This design comes from an exercise in tuning for small area on the open sky130 flow, not from production work. Function was checked by simulation only, so behaviour that the tests miss may differ from the original.

==> wip/indigo: inputs <==
==> flow/design.v <==
module address_mem_encoder  #(
        parameter int unsigned output_width = 5,
        parameter int unsigned input_width  = 32
    )(
        input   logic                       clock, reset, we, clear,
        input   logic [input_width-1:0]     addr_in,
        output  logic [output_width-1:0]    addr_out,
        output  logic                       not_selected, address_conflict, free_space
    );
    localparam int unsigned N  = 2**output_width;
    localparam int unsigned SW = output_width;
    logic                       init;
    logic [SW-1:0]              start_ptr, end_ptr;
    logic [N-1:0]               used;
    logic [input_width-1:0]     data[N-1:0];
    logic [N-1:0]               sel, head, wsel, csel, hi_keep;
    logic [input_width-1:0]     diff[N-1:0];
    logic                       do_write, do_clear;
    genvar i;
    generate
        for (i = 0; i < N; i = i + 1) begin : g_cmp
            address_mem_encoder_diff #(.W(input_width)) u_diff (
                .a(addr_in), .b(data[i]), .d(diff[i]));
            address_mem_encoder_match #(.W(input_width)) u_sel (
                .x(diff[i]), .en(used[i]), .m(sel[i]));
            address_mem_encoder_head #(.W(SW)) u_head (
                .q(data[i][SW-1:0]), .p(start_ptr), .used(used[i]), .h(head[i]));
        end
    endgenerate
    logic [N-1:0] any_l [output_width:0];
    logic [N-1:0] mul_l [output_width:0];
    assign any_l[0] = sel;
    assign mul_l[0] = '0;
    genvar l, k;
    generate
        for (l = 0; l < output_width; l = l + 1) begin : g_lvl
            for (k = 0; k < (N >> (l+1)); k = k + 1) begin : g_node
                assign any_l[l+1][k] = any_l[l][2*k] | any_l[l][2*k+1];
                assign mul_l[l+1][k] = mul_l[l][2*k] | mul_l[l][2*k+1] |
                                       (any_l[l][2*k] & any_l[l][2*k+1]);
            end
            for (k = (N >> (l+1)); k < N; k = k + 1) begin : g_pad
                assign any_l[l+1][k] = 1'b0;
                assign mul_l[l+1][k] = 1'b0;
            end
        end
    endgenerate
    always_comb begin
        addr_out = '0;
        for (int j = 0; j < N; j = j + 1)
            if (sel[j]) addr_out = addr_out | j[output_width-1:0];
    end
    assign not_selected     = ~any_l[output_width][0];
    assign address_conflict = mul_l[output_width][0];
    assign free_space       = ~&used;
    assign do_write = we & ~init & free_space;
    assign do_clear = clear & ~init & ~do_write & ~not_selected & ~address_conflict;
    assign wsel     = head & {N{we & ~init}};
    assign csel     = sel  & {N{do_clear}};
    always_ff @(posedge clock)
        if (reset) begin
            init      <= 1'b1;
            start_ptr <= '0;
            end_ptr   <= '0;
        end else begin
            if (init) begin
                init    <= ~&end_ptr;
                end_ptr <= end_ptr + 1'b1;
            end else if (do_clear)
                end_ptr <= end_ptr + 1'b1;
            if (do_write)
                start_ptr <= start_ptr + 1'b1;
        end
    always_ff @(posedge clock)
        used <= reset ? '0 : ((used | wsel) & ~csel);
    logic [SW-1:0] lo_bus, lo_bus0, lo_bus1;
    logic [N-1:0]  lo_keep, lo_load;
    assign lo_bus  = do_write ? addr_in[SW-1:0] : end_ptr;
    assign lo_bus0 = lo_bus & {SW{~reset}};
    assign lo_bus1 = lo_bus | {SW{reset}};
    assign lo_load = wsel | csel | {N{reset}};
    assign hi_keep = used & ~csel;
    assign lo_keep = ~{N{reset}} & ~(used & csel) & ~(~used & wsel);
    generate
        for (i = 0; i < N; i = i + 1) begin : g_data
            logic [SW-1:0] bus;
            for (k = 0; k < SW; k = k + 1) begin : g_bit
                assign bus[k] = ((i >> k) & 1) ? lo_bus1[k] : lo_bus0[k];
            end
            logic [input_width-1:SW] hi_d;
            address_mem_encoder_hold #(.W(input_width-SW)) u_hi (
                .q(data[i][input_width-1:SW]), .keep(hi_keep[i]),
                .x(diff[i][input_width-1:SW]), .load(wsel[i]), .d(hi_d));
            always_ff @(posedge clock)
                data[i][input_width-1:SW] <= hi_d;
            logic [SW-1:0] lo_d;
            address_mem_encoder_hold #(.W(SW)) u_lo (
                .q(data[i][SW-1:0]), .keep(lo_keep[i]),
                .x(bus), .load(lo_load[i]), .d(lo_d));
            always_ff @(posedge clock)
                data[i][SW-1:0] <= lo_d;
        end
    endgenerate
endmodule
module address_mem_encoder_diff #(
        parameter int unsigned W = 32
    )(
        input  logic [W-1:0] a, b,
        output logic [W-1:0] d
    );
    assign d = a ^ b;
endmodule
module address_mem_encoder_hold #(
        parameter int unsigned W = 32
    )(
        input  logic [W-1:0] q, x,
        input  logic         keep, load,
        output logic [W-1:0] d
    );
    assign d = (q & {W{keep}}) | (x & {W{load}});
endmodule
module address_mem_encoder_match #(
        parameter int unsigned W = 32
    )(
        input  logic [W-1:0] x,
        input  logic         en,
        output logic         m
    );
    assign m = en & ~|x;
endmodule
module address_mem_encoder_head #(
        parameter int unsigned W = 5
    )(
        input  logic [W-1:0] q, p,
        input  logic         used,
        output logic         h
    );
    assign h = ~used & (q == p);
endmodule
==> flow/flow/run.sh <==
#!/bin/bash
set -euo pipefail
bash standard.sh \
  "CTS_ARGS=-sink_clustering_enable -repair_clock_nets -dont_use_dummy_load -sink_clustering_size 24 -sink_clustering_max_diameter 80" \
  "BUFFER_PORTS_ARGS=-buffer_cell sky130_fd_sc_hd__buf_2" \
  finish > flow_make.log 2>&1
==> flow/standard.sh <==
#!/bin/bash
# synth_recipe.tcl (not shown) runs the flow's synth.tcl, then flattens the netlist and writes it again
# the make line also repeats each setting of config.mk as NAME=value (left out here)
make -C /OpenROAD-flow-scripts/flow DESIGN_CONFIG=/design/flow/config.mk WORK_HOME=/design/flow/orfs CLKGATE_MAP_FILE= SYNTH_SCRIPT=/design/flow/synth_recipe.tcl "${@:-finish}"
==> flow/config.mk <==
export PLATFORM = sky130hd
export DESIGN_NAME = address_mem_encoder
export DESIGN_NICKNAME = address_mem_encoder
export VERILOG_FILES = /design/flow/design.v
export SDC_FILE = /design/flow/constraint.sdc
export NUM_CORES = 4
export LEC_CHECK = 0
export CAP_MARGIN = 0
export CORE_MARGIN = 2
export CORE_UTILIZATION = 68
export PLACE_DENSITY = 0.85
export SETUP_SLACK_MARGIN = 0.15
export SLEW_MARGIN = 0
export SYNTH_HIERARCHICAL = 1
export SYNTH_MINIMUM_KEEP_SIZE = 0
==> flow/constraint.sdc <==
create_clock -name core_clock -period 5.5 [get_ports {clock}]
set_input_delay 1.1000 -clock core_clock [delete_from_list [all_inputs] [get_ports {clock}]]
set_output_delay 1.1000 -clock core_clock [all_outputs]
set_load 0.01 [all_outputs]
==> inputs of wip/quartz, as changes to wip/indigo <==
==> flow/design.v, changed modules only <==
module address_mem_encoder  #(
        parameter int unsigned output_width = 5,
        parameter int unsigned input_width  = 32
    )(
        input   logic                       clock, reset, we, clear,
        input   logic [input_width-1:0]     addr_in,
        output  logic [output_width-1:0]    addr_out,
        output  logic                       not_selected, address_conflict, free_space
    );
    localparam int unsigned N  = 2**output_width;
    localparam int unsigned SW = output_width;
    logic                       init;
    logic [SW-1:0]              start_ptr, end_ptr;
    logic [N-1:0]               used;
    logic [input_width-1:0]     data[N-1:0];
    logic [N-1:0]               sel, head, wsel, csel, hi_keep, lo_keep, lo_load;
    logic [input_width-1:0]     diff[N-1:0];
    logic                       do_write, do_clear;
    genvar i, k, l;
    generate
        for (i = 0; i < N; i = i + 1) begin : g_cmp
            address_mem_encoder_diff #(.W(input_width)) u_diff (
                .a(addr_in), .b(data[i]), .d(diff[i]));
            address_mem_encoder_match #(.W(input_width)) u_sel (
                .x(diff[i]), .en(used[i]), .m(sel[i]));
            address_mem_encoder_head #(.W(SW)) u_head (
                .q(data[i][SW-1:0]), .p(start_ptr), .used(used[i]), .h(head[i]));
        end
    endgenerate
    logic [N-1:0] any_l [output_width:0];
    logic [N-1:0] mul_l [output_width:0];
    assign any_l[0] = sel;
    assign mul_l[0] = '0;
    generate
        for (l = 0; l < output_width; l = l + 1) begin : g_lvl
            for (k = 0; k < (N >> (l+1)); k = k + 1) begin : g_node
                assign any_l[l+1][k] = any_l[l][2*k] | any_l[l][2*k+1];
                assign mul_l[l+1][k] = mul_l[l][2*k] | mul_l[l][2*k+1] |
                                       (any_l[l][2*k] & any_l[l][2*k+1]);
            end
            for (k = (N >> (l+1)); k < N; k = k + 1) begin : g_pad
                assign any_l[l+1][k] = 1'b0;
                assign mul_l[l+1][k] = 1'b0;
            end
        end
    endgenerate
    always_comb begin
        addr_out = '0;
        for (int j = 0; j < N; j = j + 1)
            if (sel[j]) addr_out = addr_out | j[output_width-1:0];
    end
    assign not_selected     = ~any_l[output_width][0];
    assign address_conflict = mul_l[output_width][0];
    assign free_space       = ~&used;
    assign do_write = we & ~init & free_space;
    assign do_clear = clear & ~init & ~do_write & ~not_selected & ~address_conflict;
    assign wsel     = head & {N{we & ~init}};
    assign csel     = sel  & {N{do_clear}};
    always_ff @(posedge clock)
        if (reset) begin
            init      <= 1'b1;
            start_ptr <= '0;
            end_ptr   <= '0;
        end else begin
            if (init) begin
                init    <= ~&end_ptr;
                end_ptr <= end_ptr + 1'b1;
            end else if (do_clear)
                end_ptr <= end_ptr + 1'b1;
            if (do_write)
                start_ptr <= start_ptr + 1'b1;
        end
    always_ff @(posedge clock)
        used <= reset ? '0 : ((used | wsel) & ~csel);
    assign hi_keep = used & ~csel;
    logic [SW-1:0] lo_bus, lo_bus0, lo_bus1;
    assign lo_bus  = do_write ? addr_in[SW-1:0] : end_ptr;
    assign lo_bus0 = lo_bus & {SW{~reset}};
    assign lo_bus1 = lo_bus | {SW{reset}};
    assign lo_load = wsel | csel | {N{reset}};
    assign lo_keep = ~lo_load;
    generate
        for (i = 0; i < N; i = i + 1) begin : g_data
            logic [input_width-1:0] d, x;
            for (k = 0; k < input_width; k = k + 1) begin : g_bit
                if (k < SW) begin : g_lo
                    assign x[k] = ((i >> k) & 1) ? lo_bus1[k] : lo_bus0[k];
                    address_mem_encoder_hold u_hold (
                        .q(data[i][k]), .keep(lo_keep[i]), .x(x[k]), .load(lo_load[i]), .d(d[k]));
                end else begin : g_hi
                    assign x[k] = diff[i][k];
                    address_mem_encoder_hold u_hold (
                        .q(data[i][k]), .keep(hi_keep[i]), .x(x[k]), .load(wsel[i]), .d(d[k]));
                end
            end
            always_ff @(posedge clock)
                data[i] <= d;
        end
    endgenerate
endmodule
module address_mem_encoder_zero4 (
        input  logic [3:0] x,
        output logic       z
    );
    assign z = ~|x;
endmodule
module address_mem_encoder_match #(
        parameter int unsigned W = 32
    )(
        input  logic [W-1:0] x,
        input  logic         en,
        output logic         m
    );
    logic [W/4-1:0] z;
    genvar g;
    generate
        for (g = 0; g < W/4; g = g + 1) begin : g_z
            address_mem_encoder_zero4 u_z (.x(x[4*g +: 4]), .z(z[g]));
        end
    endgenerate
    assign m = en & &z;
endmodule
module address_mem_encoder_hold (
        input  logic q, x, keep, load,
        output logic d
    );
    assign d = (q & keep) | (x & load);
endmodule
==> flow/flow/run.sh (replaced) <==
#!/bin/bash
set -euo pipefail
bash standard.sh \
  "ABC_LOAD_IN_FF=1" \
  "BUFFER_PORTS_ARGS=-buffer_cell sky130_fd_sc_hd__buf_2" \
  "PRE_RESIZE_TCL=$PWD/flow/upsize_inputs.tcl" \
  "CTS_ARGS=-sink_clustering_enable -repair_clock_nets -dont_use_dummy_load -sink_clustering_size 24 -sink_clustering_max_diameter 80" \
  finish > flow_make.log 2>&1
==> flow/flow/upsize_inputs.tcl (new file) <==
# Before repair_design: give each addr_in port buffer (which drives a lookup
# bit of every slot) a stronger cell, so that it drives the net alone.
foreach port [get_ports addr_in*] {
  set net [get_nets -of_objects $port]
  foreach pin [get_pins -of_objects $net -filter "direction == input"] {
    set inst [get_cells -of_objects $pin]
    if {[get_property $inst ref_name] eq "sky130_fd_sc_hd__buf_2"} {
      replace_cell $inst sky130_fd_sc_hd__buf_8
    }
  }
}
- GPL_TIMING_DRIVEN: not set -> 0
==> notes <==
wip/indigo finished with timing, DRC and antenna clean. wip/quartz aborted during placement repair (3_4_place_resized).
In wip/indigo the synthesized cell count is higher than in wip/quartz, by 5.4%.
Between wip/quartz and wip/indigo, the lower synthesized area is in wip/quartz (gap about 8%, measured against wip/indigo).

* * *

==> branch delta <==
address_mem_encoder, a different RTL version from the one above (not shown whole).
==> module address_mem_encoder, before the edit <==
module address_mem_encoder  #(  
        parameter int unsigned output_width = 5,
        parameter int unsigned input_width  = 32
    )(   
        input   logic                       clock, reset, we, clear,
        input   logic [input_width-1:0]     addr_in,
        output  logic [output_width-1:0]    addr_out,
        output  logic                       not_selected, address_conflict, free_space
    );
    logic                          init, end_init;
    logic [output_width-1:0]       pos, start_ptr, end_ptr;
    logic [output_width-1:0]       pos_vector[2**output_width-1:0];
    logic [output_width:0]         pos_start_ptr, pos_end_ptr;
    wire  [2**output_width-1:0]    sel_vector;
    wire  [2**output_width-2:0]    conflict_vector, sel;
    logic [2**output_width-1:0]    used_vector;
    wire  [2**output_width-1:0]    addr_out_comb[2**output_width-1:0];
    logic [input_width-1:0]        task_lookup_reg[2**output_width-1:0];
    assign start_ptr    = pos_start_ptr[output_width-1:0];
    assign end_ptr      = pos_end_ptr[output_width-1:0];
    assign pos          = pos_vector[start_ptr];
    assign end_init     = &end_ptr;
    always_ff @(posedge clock) 
        if (reset) begin
            used_vector                 <= 1'd0;
            init                        <= 1'd1;
            pos_start_ptr               <= {output_width{1'd0}};
            pos_end_ptr                 <= {output_width{1'd0}};
        end
        else if (we & free_space & ~init) begin
            used_vector[pos]            <= 1'd1;
            task_lookup_reg[pos]        <= addr_in;
            pos_start_ptr               <= pos_start_ptr + 1'd1; 
        end
        else if (clear & ~init & ~not_selected & ~address_conflict) begin
            used_vector[addr_out]       <= 1'd0;
            task_lookup_reg[addr_out]   <= {input_width{1'd0}};
            pos_vector[end_ptr]         <= addr_out;
            pos_end_ptr                 <= pos_end_ptr + 1'd1;
        end
        else if (init) begin
            init                        <= ~end_init;
            pos_vector[end_ptr]         <= pos_end_ptr[output_width-1:0];
            pos_end_ptr                 <= pos_end_ptr + 1'd1;
            task_lookup_reg[end_ptr]    <= {input_width{1'd0}};
        end
            assign sel_vector[0]    = used_vector[0] & (addr_in == task_lookup_reg[0]);
            assign addr_out_comb[0] = {output_width{1'd0}};
            genvar i;
            generate
            for(i=0; i < 2**output_width-1; i=i+1)
                begin
                    assign sel[i]               = used_vector[i+1] && (addr_in == task_lookup_reg[i+1]);
                    assign sel_vector[i+1]      = sel[i] | sel_vector[i];
                    assign addr_out_comb[i+1]   = addr_out_comb[i] | (sel[i] ? i+1 : {output_width{1'd0}});
                    assign conflict_vector[i]   = sel_vector[i] & sel[i];
                end
            endgenerate
    assign addr_out             = addr_out_comb[2**output_width-1];
    assign not_selected         = ~|sel_vector;
    assign address_conflict     = |conflict_vector;
    assign free_space           = ~&used_vector;
endmodule 
Settings: LEC_CHECK=0, CAP_MARGIN=20, CORE_MARGIN=2, CORE_UTILIZATION=45, PLACE_DENSITY=0.6, SETUP_SLACK_MARGIN=0.15, SLEW_MARGIN=20; clock period 5.5 ns.
run.sh (not shown) runs the stock make flow with config.mk's settings and CLKGATE_MAP_FILE= SYNTH_SCRIPT=/design/flow/synth_recipe.tcl, a recipe that flattens the netlist after the stock synthesis.
Stock flow here: none of the scripts above is used.
==> inputs of branch zinc, as changes to branch delta <==
==> flow/design.v, changed modules only <==
module address_mem_encoder  #(
        parameter int unsigned output_width = 5,
        parameter int unsigned input_width  = 32
    )(
        input   logic                       clock, reset, we, clear,
        input   logic [input_width-1:0]     addr_in,
        output  logic [output_width-1:0]    addr_out,
        output  logic                       not_selected, address_conflict, free_space
    );
    localparam int unsigned N = 2**output_width;
    logic                       init;
    logic [output_width-1:0]    start_ptr, end_ptr;
    logic [N-1:0]               used;
    logic [output_width-1:0]    seq [N-1:0];
    logic [input_width-1:0]     data[N-1:0];
    logic [N-1:0]               sel, head, wsel, csel;
    logic                       do_write, do_clear;
    genvar i;
    generate
        for (i = 0; i < N; i = i + 1) begin : g_cmp
            assign sel[i]  = used[i] & (addr_in == data[i]);
            assign head[i] = ~used[i] & (seq[i] == start_ptr);
        end
    endgenerate
    logic [N-1:0] any_l [output_width:0];
    logic [N-1:0] mul_l [output_width:0];
    assign any_l[0] = sel;
    assign mul_l[0] = '0;
    genvar l, k;
    generate
        for (l = 0; l < output_width; l = l + 1) begin : g_lvl
            for (k = 0; k < (N >> (l+1)); k = k + 1) begin : g_node
                assign any_l[l+1][k] = any_l[l][2*k] | any_l[l][2*k+1];
                assign mul_l[l+1][k] = mul_l[l][2*k] | mul_l[l][2*k+1] |
                                       (any_l[l][2*k] & any_l[l][2*k+1]);
            end
            for (k = (N >> (l+1)); k < N; k = k + 1) begin : g_pad
                assign any_l[l+1][k] = 1'b0;
                assign mul_l[l+1][k] = 1'b0;
            end
        end
    endgenerate
    always_comb begin
        addr_out = '0;
        for (int j = 0; j < N; j = j + 1)
            if (sel[j]) addr_out = addr_out | j[output_width-1:0];
    end
    assign not_selected     = ~any_l[output_width][0];
    assign address_conflict = mul_l[output_width][0];
    assign free_space       = ~&used;
    assign do_write = we & ~init & free_space;
    assign do_clear = clear & ~init & ~do_write & ~not_selected & ~address_conflict;
    assign wsel     = head & {N{we & ~init}};
    assign csel     = sel  & {N{do_clear}};
    always_ff @(posedge clock)
        if (reset) begin
            init      <= 1'b1;
            start_ptr <= '0;
            end_ptr   <= '0;
        end else begin
            if (init) begin
                init    <= ~&end_ptr;
                end_ptr <= end_ptr + 1'b1;
            end else if (do_clear)
                end_ptr <= end_ptr + 1'b1;
            if (do_write)
                start_ptr <= start_ptr + 1'b1;
        end
    always_ff @(posedge clock)
        used <= reset ? '0 : ((used | wsel) & ~csel);
    logic [output_width-1:0] seq_d;
    logic [N-1:0]            seq_keep, seq_load;
    assign seq_keep = ~used & {N{~reset}};
    assign seq_load = csel | {N{reset}};
    generate
        for (i = 0; i < N; i = i + 1) begin : g_seq
            logic [output_width-1:0] ld;
            assign ld = reset ? i[output_width-1:0] : end_ptr;
            always_ff @(posedge clock)
                seq[i] <= (seq[i] & {output_width{seq_keep[i]}}) |
                          (ld     & {output_width{seq_load[i]}});
        end
    endgenerate
    generate
        for (i = 0; i < N; i = i + 1) begin : g_data
            always_ff @(posedge clock)
                data[i] <= (data[i] & {input_width{used[i]}}) |
                           (addr_in & {input_width{wsel[i]}});
        end
    endgenerate
endmodule
--- a/flow/config.mk
+++ b/flow/config.mk
@@ -7,7 +7,8 @@
 export LEC_CHECK = 0
-export CAP_MARGIN = 20
+export CAP_MARGIN = 0
 export CORE_MARGIN = 2
 export CORE_UTILIZATION = 45
+export CTS_BUF_LIST = sky130_fd_sc_hd__clkbuf_4
 export PLACE_DENSITY = 0.6
-export SETUP_SLACK_MARGIN = 0.15
-export SLEW_MARGIN = 20
+export SETUP_SLACK_MARGIN = 0.05
+export SLEW_MARGIN = 0
==> metrics.csv <==
metric;value;unit
Synth top cells by count;edfxtp_1 (1184), xor2_1 (935), nor4_1 (235), xnor2_1 (98);
TritonRoute pass-1 iters;6;
initial antenna violation count;18;
worst-margin pin slew;826;ps
core area;0.118;mm^2
number of sequential cells;1232;
Detailed Place HPWL;120000;um
status;no timing/DRC/antenna violations;
Worst Hold Launch;pos_start_ptr[4];
R2R Path Start;task_lookup_reg[7][23];
The numbers above come from branch delta.

==> metrics.csv <==
metric;value;unit
Sw Share;0.249;
worst-margin pin slew;990;ps
initial antenna violation count;2;
crit path cell chain;buf_4 -> buf_12 -> xnor2_1 -> nand4_1 -> nor4_1 -> nand4_1 -> buf_4 -> nand4_1 -> buf_4 -> or4_4 -> buf_4 -> nor2_1 -> clkdlybuf4s50_1;
Detailed Place HPWL;106000;um
R2R Path Start;used[11];
status;no timing/DRC/antenna violations;
number of sequential cells;1227;
vias in the first global route;39300;
largest family of logic cells by synthesized area;compound AO/OA/AOI/OAI gates;
Worst Hold Launch;addr_in[14];
core area;0.116;mm^2
Synth top cells by count;dfxtp_1 (1227), a22o_1 (1020), xnor2_1 (947), clkbuf_1 (372), nand4_1 (252);
The numbers above come from branch zinc.

==> static timing again, ports no longer ideal <==
How much do the figures lean on ideal ports? The routed layouts below were timed once more, with nothing changed but the port constraints. Step 1, drivers: a clkbuf_16 drives clock and a buf_2 each remaining input, both assumed. Step 2 also shifts input and output timing later by t, the mid clock arrival at the registers, as if the neighbouring blocks saw the same clock. Three values: ideal, step 1, step 2; two values: the first two.
| run | t (ns) | setup WS [ns] | hold slack, ns | worst setup path after step 2 |
|---|---|---|---|---|
| wip/indigo | 0.702 | 0.411 / 0.391 / 0.171 | 0.505 / 0.505 / 0.505 | input to register |
| branch delta | 0.816 | 0.153 / 0.121 / -0.444 | 0.547 / 0.547 / 0.547 | input to register |
| branch zinc | 1.268 | 0.113 / 0.088 / 0.088 | 0.186 / 0.149 / 0.481 | input to output |
With both steps, setup timing fails in branch delta, where it was met with ideal ports. The setup slack of branch delta, which loses most, moves by -0.032 ns with the drivers and by -0.597 ns with both steps.
